What follows belongs to an exercise in optimizing a design on an open flow for small area and a short achievable clock period; a production flow would make more cautious choices. Power and IR drop assume default switching activity.

Design arm_exe, start of the top module:
module arm_exe (
    input             clk,
    input             rst,
    input      [31:0] PC,
    input             MEM_R_EN,
    input             MEM_W_EN,
    input      [3:0]  EXE_CMD,
    input             I,
    input      [31:0] Val_RN,
    input      [31:0] Val_RM,
    input      [11:0] imm,
    input      [11:0] shift_operand,
    input      [23:0] signed_immed_24,
    input      [3:0]  status,
    output reg [31:0] BranchAddr,
    output reg [3:0]  status_out,
    output reg [31:0] ALU_out
);
wire [31:0] branch_w, alu_w;
wire [3:0]  status_w;
EXE_stage exe (
    .PC(PC), .MEM_R_EN(MEM_R_EN), .MEM_W_EN(MEM_W_EN), .EXE_CMD(EXE_CMD),
    .S(1'b0), .I(I), .Val_RN(Val_RN), .Val_RM(Val_RM), .imm(imm),
    .shift_operand(shift_operand), .signed_immed_24(signed_immed_24),
    .status(status), .BranchAddr(branch_w), .status_out(status_w),
    .ALU_out(alu_w)
);
always @(posedge clk or posedge rst) begin
    if (rst) begin
        BranchAddr <= 32'b0;
        status_out <= 4'b0;
        ALU_out    <= 32'b0;
    end else begin
        BranchAddr <= branch_w;
        status_out <= status_w;
        ALU_out    <= alu_w;
    end
end
endmodule
Size: about 67 flip-flops, ~230 I/O pins, ~8600 sq um of cells after synthesis.
export LEC_CHECK = 0
export ABC_AREA = 1
export CAP_MARGIN = 20
export CORE_MARGIN = 2
export CORE_UTILIZATION = 40
export PLACE_DENSITY = 0.6
export SETUP_SLACK_MARGIN = 3.3
export SLEW_MARGIN = 20
create_clock -name core_clock -period 10.0 [get_ports {clk}]
standard.sh (not shown) runs the stock make flow with config.mk's settings and CLKGATE_MAP_FILE= SYNTH_SCRIPT=/design/flow/synth_recipe.tcl, a recipe that flattens the netlist after the stock synthesis.
==> flow/flow/run.sh <==
#!/bin/bash
# Own layout flow: the standard ORFS flow (standard.sh) with these changes:
#  - synthesis maps with the ABC script in flow/abc.script (map with a
#    3.5 ns delay target and area recovery, in place of ORFS's own scripts),
#  - no full/half-adder cell extraction before ABC (ABC maps the adders),
#  - the port buffers that global placement inserts are buf_1 cells,
#  - clock tree synthesis uses small buffers and no dummy loads.
# Everything else (synthesis script, floorplan, power grid, tap cells,
# placement, CTS, routing) is the standard flow. Each tool's output goes
# to the ORFS logs under orfs/logs; make's own output to flow_make.log.
set -euo pipefail
W=$(pwd)
rm -rf "$W/own_scripts"
cp -r "$FLOW_HOME/scripts" "$W/own_scripts"
cp "$W/flow/abc.script" "$W/own_scripts/abc_area.script"
export SCRIPTS_DIR="$W/own_scripts"
export ADDER_MAP_FILE=
export BUFFER_PORTS_ARGS="-buffer_cell sky130_fd_sc_hd__buf_1"
# clock tree of clkbuf_4 and clkbuf_8 cells, and
# no dummy loads
export CTS_ARGS="-sink_clustering_enable -repair_clock_nets -buf_list \"sky130_fd_sc_hd__clkbuf_4 sky130_fd_sc_hd__clkbuf_8\" -dont_use_dummy_load"
bash "$W/standard.sh" > "$W/flow_make.log" 2>&1
==> flow/flow/abc.script <==
strash
dch
map -D 3500
buffer -c
upsize -c
dnsize -c
Then changed:
CORE_UTILIZATION = 50   (was 40)
PLACE_DENSITY = 0.7   (was 0.6)
SETUP_SLACK_MARGIN = 3.8   (was 3.3)
What happened: Clock-buffer cell count stays the same. Final area rises by 9.4%. Wire length rises by 8.2%. Critical path depth rises by 3. Sequential power hardly moves. Via count rises by 7.0%. Clock power is about the same.
Then changed:
==> flow/flow/abc.script (replaced) <==
strash
dch
map -D 4000
buffer -c
upsize -c
dnsize -c
CORE_UTILIZATION = 40   (was 50)
PLACE_DENSITY = 0.6   (was 0.7)
SETUP_SLACK_MARGIN = 3.6   (was 3.8)
Utilization shrinks by 15 points; design area shrinks by about 3.5%; combinational power shrinks by 4.7%; count of clock-buffer cells in the layout is unchanged.
Then changed:
==> flow/flow/abc.script (replaced) <==
strash
dch
map -D 3500
buffer -c
upsize -c
dnsize -c
Effect:
- The changed run produced a clean layout
- core utilization falls by 0.89 points
- total power fell slightly
- sequential power barely changes
- routed wire length falls slightly
- critical path depth goes down by 6
- design area is lower slightly
- worst setup slack degrades by 0.0030 ns
- synthesized area came out higher slightly
- via count came out lower slightly
- synthesized cell count rose slightly
Function was not checked in any run of this note: the RTL went through the layout flow alone.


arm_exe, a different RTL version from the one above (not shown whole).
Size in the first run: ~920 cells after synthesis, ~67 flip-flops, roughly 230 I/O pins, about 8300 µm² of cells after synthesis.
clock: 10.0 ns
lec_check: 0
abc_area: 1
cap_margin: 20
core_margin: 2
core_utilization: 40
place_density: 0.6
slew_margin: 20
==> flow/flow/run.sh <==
#!/bin/bash
# Own layout flow: the standard ORFS flow (standard.sh) with two changes:
#  - synthesis maps with the ABC script in flow/abc.script (an area-oriented
#    mapping; OpenROAD's repair steps buffer and size the netlist later),
#  - the port buffers that global placement inserts are buf_1 cells.
# Everything else (synthesis script, floorplan, power grid, tap cells,
# placement, CTS, routing) is the standard flow. Each tool's output goes
# to the ORFS logs under orfs/logs; make's own output to flow_make.log.
set -euo pipefail
W=$(pwd)
rm -rf "$W/own_scripts"
cp -r "$FLOW_HOME/scripts" "$W/own_scripts"
cp "$W/flow/abc.script" "$W/own_scripts/abc_area.script"
export SCRIPTS_DIR="$W/own_scripts"
export BUFFER_PORTS_ARGS="-buffer_cell sky130_fd_sc_hd__buf_1"
bash "$W/standard.sh" > "$W/flow_make.log" 2>&1
==> flow/flow/abc.script <==
strash
&get -n
&dch
&nf
&put
Then changed:
==> flow/flow/abc.script (replaced) <==
strash
dch
map -D 3000
buffer -c
upsize -c
dnsize -c
--- a/flow/config.mk
+++ b/flow/config.mk
@@ -11,3 +11,5 @@
 export CORE_UTILIZATION = 40
+export CTS_BUF_LIST = sky130_fd_sc_hd__clkbuf_4 sky130_fd_sc_hd__clkbuf_8
 export PLACE_DENSITY = 0.6
+export SETUP_SLACK_MARGIN = 3
 export SLEW_MARGIN = 20
Critical path depth rises by 7.
Clock power falls by 18%.
Cell area rises by 0.47%.
Setup slack gains 1.8 ns.
Sequential share of layout area stays flat.
Hold slack loses 0.046 ns.
Synthesized area rises by 6.4%.
Then changed:
==> flow/flow/abc.script (replaced) <==
strash
&get -n
&dch
&nf
&put
After rerunning:
- The new run ran to the end with no violations
- synthesized area shrinks by a few percent
- clock-buffer cell count is unchanged
- via count shrinks by roughly a tenth
- cell count shrinks by about a fifth
- sequential cell count is unchanged
- worst setup slack degrades by 0.19 ns
- maximum frequency shrinks by a few percent
- critical path depth shrinks by 8
- worst hold slack improves by 0.0034 ns
Then changed:
==> flow/flow/abc.script (replaced) <==
strash
&get -n
&dch -f
&nf
&put
buffer -c
upsize -c
dnsize -c
--- a/flow/config.mk
+++ b/flow/config.mk
@@ -11,5 +11,3 @@
 export CORE_UTILIZATION = 40
-export CTS_BUF_LIST = sky130_fd_sc_hd__clkbuf_4 sky130_fd_sc_hd__clkbuf_8
 export PLACE_DENSITY = 0.6
-export SETUP_SLACK_MARGIN = 3
 export SLEW_MARGIN = 20
Result: Hold slack is better by 0.040 ns. Global-route usage decreases by 2.8 points. Wire length fell by about 5%. Total power goes up by about 9%. Cell count is lower by about 0.9%. Synthesized area climbs by 7.4%. Setup slack got worse by 0.56 ns. Non-clock buffer count went down by 22. Final area shrinks by about 0.3%. Die area goes up by 7.2%.
Function was not checked in any run of this note: the RTL went through the layout flow alone.

## port drivers added, routing unchanged
How much do the figures lean on ideal ports? The routed layouts below were timed once more, with nothing changed but the port constraints. Step 1: set_driving_cell puts a clkbuf_16 on clk and a buf_2 on each other input, an assumption about the parent block. Step 2 moves the port delays by t, midway between the first and last clock arrival at a register: inputs arrive t later, outputs are due t later. That takes back most of the time a late clock gives input paths. Three values: no drivers, after step 1, after step 2; two values: the first two.
run	t (ns)	setup slack, ns	hold slack, ns	worst register clock-pin slew, ns	cell pins on the clock port's net
the first run of note 1	0.387	3.604 / 3.616 / 3.230	1.758 / 1.743 / 2.129	0.08 / 0.08	1
the second run of note 1	0.394	3.939 / 3.949 / 3.554	1.745 / 1.731 / 2.126	0.08 / 0.08	1
the third run of note 1	0.406	3.812 / 3.835 / 3.429	1.738 / 1.722 / 2.128	0.10 / 0.10	1
the fourth run of note 1	0.392	3.808 / 3.827 / 3.435	1.751 / 1.735 / 2.127	0.08 / 0.08	1
the first run of note 2	0.378	1.588 / 1.612 / 1.234	1.775 / 1.755 / 2.133	0.06 / 0.06	1
the second run of note 2	0.413	3.389 / 3.410 / 2.997	1.729 / 1.708 / 2.121	0.11 / 0.11	1
the third run of note 2	0.393	3.201 / 3.221 / 2.829	1.733 / 1.722 / 2.114	0.08 / 0.08	1
the fourth run of note 2	0.364	2.643 / 2.664 / 2.300	1.773 / 1.761 / 2.126	0.06 / 0.06	1
After both steps every run listed still meets setup and hold. For the second run of note 2, which loses most, drivers alone change the setup slack by +0.021 ns; drivers and shift together by -0.392 ns.
